What follows belongs to an exercise in optimizing a design on an open flow for small area; a production flow would make more cautious choices. Function was checked by simulation only, so behaviour that the tests miss may differ from the original. Power figures rest on the tool's default switching activity, not on a simulated workload.

## mips_top
module mips_top (
		clock,
		reset,
		instr_data,
		me_ExtMemRdData,
		instr_addr,
		instr_en,
		me_ExtMemWrData,
		me_ExtMemAddr,
		me_ExtMemWrEn,
		me_ExtMemRdEn
	    );
Settings: LEC_CHECK=0, CAP_MARGIN=12, CORE_MARGIN=2, CORE_UTILIZATION=32, PLACE_DENSITY=0.5, SLEW_MARGIN=12, SYNTH_HIERARCHICAL=1; clock period 12.0 ns.
standard.sh (not shown) runs the stock make flow with config.mk's settings and CLKGATE_MAP_FILE= SYNTH_SCRIPT=/design/flow/synth_recipe.tcl, a recipe that flattens the netlist after the stock synthesis.
==> flow/flow/run.sh <==
#!/bin/bash
# Standard layout (the standard.sh) with two changes: the ports are
# buffered with the smallest buffer, and the clock tree uses larger sink
# clusters and no dummy loads.  Make's full output goes to flow_make.log;
# each ORFS step also keeps its own log under orfs/logs.
set -euo pipefail
bash standard.sh \
  BUFFER_PORTS_ARGS="-buffer_cell sky130_fd_sc_hd__buf_1" \
  CTS_ARGS="-sink_clustering_enable -repair_clock_nets -sink_clustering_size 28 -sink_clustering_max_diameter 90 -buf_list {sky130_fd_sc_hd__clkbuf_8 sky130_fd_sc_hd__clkbuf_16} -dont_use_dummy_load" \
  finish > flow_make.log 2>&1
The first run completed without violations.
Then changed:
--- a/flow/flow/run.sh
+++ b/flow/flow/run.sh
@@ -7,4 +7,4 @@
 bash standard.sh \
   BUFFER_PORTS_ARGS="-buffer_cell sky130_fd_sc_hd__buf_1" \
-  CTS_ARGS="-sink_clustering_enable -repair_clock_nets -sink_clustering_size 28 -sink_clustering_max_diameter 90 -buf_list {sky130_fd_sc_hd__clkbuf_8 sky130_fd_sc_hd__clkbuf_16} -dont_use_dummy_load" \
+  CTS_ARGS="-sink_clustering_enable -repair_clock_nets -sink_clustering_size 26 -sink_clustering_max_diameter 90 -buf_list {sky130_fd_sc_hd__clkbuf_8 sky130_fd_sc_hd__clkbuf_16} -dont_use_dummy_load" \
   finish > flow_make.log 2>&1
CAP_MARGIN = 5   (was 12)
CORE_UTILIZATION = 34   (was 32)
PLACE_DENSITY = 0.55   (was 0.5)
SLEW_MARGIN = 5   (was 12)
The changed run produced a layout that fails on slew limit.
Power stays flat.
Setup slack is better by 0.21 ns.
Non-clock buffer count went down by 24.
Sequential share of layout area went up by 0.33 points.
Global-route usage went up by 0.44 points.
Sequential cell count stays the same.
Then changed:
CAP_MARGIN = 20   (was 5)
CORE_UTILIZATION = 40   (was 34)
PLACE_DENSITY = 0.62   (was 0.55)
SLEW_MARGIN = 20   (was 5)
Outcome: Now the flow passed the timing, design-rule and antenna checks; synthesized area does not change; critical path depth decreases by 2; utilization goes up by 6.5 points; global-route usage climbs by 2.8 points; final cell count drops by a few percent; fmax came out lower slightly; total power came out lower slightly.
Then changed:
CORE_UTILIZATION = 45   (was 40)
PLACE_DENSITY = 0.68   (was 0.62)
=>
- combinational power is about the same
- hold slack loses 0.0069 ns
- global-route usage rose by 3.6 points
- non-clock buffer count shrinks by 4

---

Setup of v12:
mips_top again, from the RTL that the note above started with.
Settings: LEC_CHECK=0, CAP_MARGIN=20, CORE_MARGIN=2, CORE_UTILIZATION=30, PLACE_DENSITY=0.5, SLEW_MARGIN=20, SYNTH_HIERARCHICAL=1; clock period 12.0 ns.
==> flow/flow/run.sh <==
#!/bin/bash
# Standard layout (the standard.sh) with two changes: the ports are
# buffered with the smallest buffer, and the clock tree uses larger sink
# clusters and no dummy loads.  Make's full output goes to flow_make.log;
# each ORFS step also keeps its own log under orfs/logs.
set -euo pipefail
bash standard.sh \
  BUFFER_PORTS_ARGS="-buffer_cell sky130_fd_sc_hd__buf_1" \
  CTS_ARGS="-sink_clustering_enable -repair_clock_nets -sink_clustering_size 26 -sink_clustering_max_diameter 90 -buf_list {sky130_fd_sc_hd__clkbuf_8 sky130_fd_sc_hd__clkbuf_16} -dont_use_dummy_load" \
  finish > flow_make.log 2>&1
Changes in v48 relative to v12:
Settings: a change of CORE_UTILIZATION from 30 to 34; a change of PLACE_DENSITY from 0.5 to 0.55.
Findings:
Compared v48 vs v12, and routability-driven placement congestion ratio is up in v48. Lower die height goes to v48 over v12. The higher wire length of v48 and v12 is in v12. From v12 to v48 the numbers moved as follows: wire length of the first global-routing pass has decreased, count of clock-buffer cells in the layout went down, total standard cell area after synthesis level, met2 track utilization from global routing increased 3.1 points. Taking v48 as 1.0, v12 lands at 1.06 on die span in x. | share of power burned in the clock network | v48 vs v12 | 1.2 points lower |. On area of all placed cells without fillers, v12 loses to v48.
## Diff of input files: v47 against v48
Settings: swapping 34 for 52 in CORE_UTILIZATION; swapping 0.55 for 0.72 in PLACE_DENSITY.
==> notes.md <==
- v47 finished all stages; the layout is clean.
- In the tables for v47 and v48, number of clock buffers in the layout reads higher with v48.
- Setup slack: v47 more than v48
- Of the two candidates, v48 has the worse minimum clock period after layout and v47 the better one.
- | transition time at the pin with the least slew margin | v47 vs v48 | 250 ps higher |
- Setup slack of the worst register-to-register path in v47 is 450 ps below v48.
#### Input delta (v45 over v47)
Settings: GPL_TIMING_DRIVEN newly set to 0; CORE_UTILIZATION changed from 52 to 34; PLACE_DENSITY changed from 0.72 to 0.55.
==> notes.md <==
- Status: H-tree depth parity (v47, v45)
- Switching power share of the total came out higher on v45 than on v47.
- From v47 to v45 the numbers moved as follows: routed wire length shows an increase of 8.4%, worst vdd rail ir drop shows a reduction of about 4.4%, clock skew shows an increase of 10 ps, met1 global-route usage shows a reduction of 15 points, power dissipated by switching net loads shows an increase of 2.9%.
- v45 against v47: slack of the critical path shows a reduction of 300 ps, final-layout clock buffer total now sits higher, final area moved up.
- v47 reports its standard cell with the maximum stage delay on the critical path as nor4_2 while v45 reports a222oi_1.

==> static timing again, ports no longer ideal <==
How much do the figures lean on ideal ports? The routed layouts below were timed once more, with nothing changed but the port constraints.
Step 1 assumes that a clkbuf_16 drives the clock port and a buf_2 every other input.
Step 2 adds t to the input delays and takes it off the output delays; t is the mean of the earliest and latest rising clock arrival at the registers after step 1. Input paths then give back, and output paths get back, about the clock's delay inside the block.
Three values: no drivers, after step 1, after step 2; two values: the first two.
| run | shift t [ns] | setup WS [ns] | latest minus earliest clock arrival (ns) |
|---|---|---|---|
| the first run of note 1 | 0.787 | 0.815 / 0.883 / 0.096 | 0.104 / 0.104 |
| the second run of note 1 | 0.800 | 1.029 / 1.093 / 0.292 | 0.061 / 0.061 |
| the third run of note 1 | 0.775 | 0.949 / 0.987 / 0.212 | 0.085 / 0.085 |
| the fourth run of note 1 | 0.782 | 1.264 / 1.321 / 0.538 | 0.081 / 0.081 |
| v12 | 0.762 | 1.100 / 1.161 / 0.398 | 0.117 / 0.117 |
| v48 | 0.772 | 1.012 / 1.064 / 0.292 | 0.078 / 0.078 |
| v47 | 0.782 | 1.132 / 1.185 / 0.402 | 0.067 / 0.067 |
| v45 | 0.787 | 0.828 / 0.892 / 0.104 | 0.071 / 0.071 |
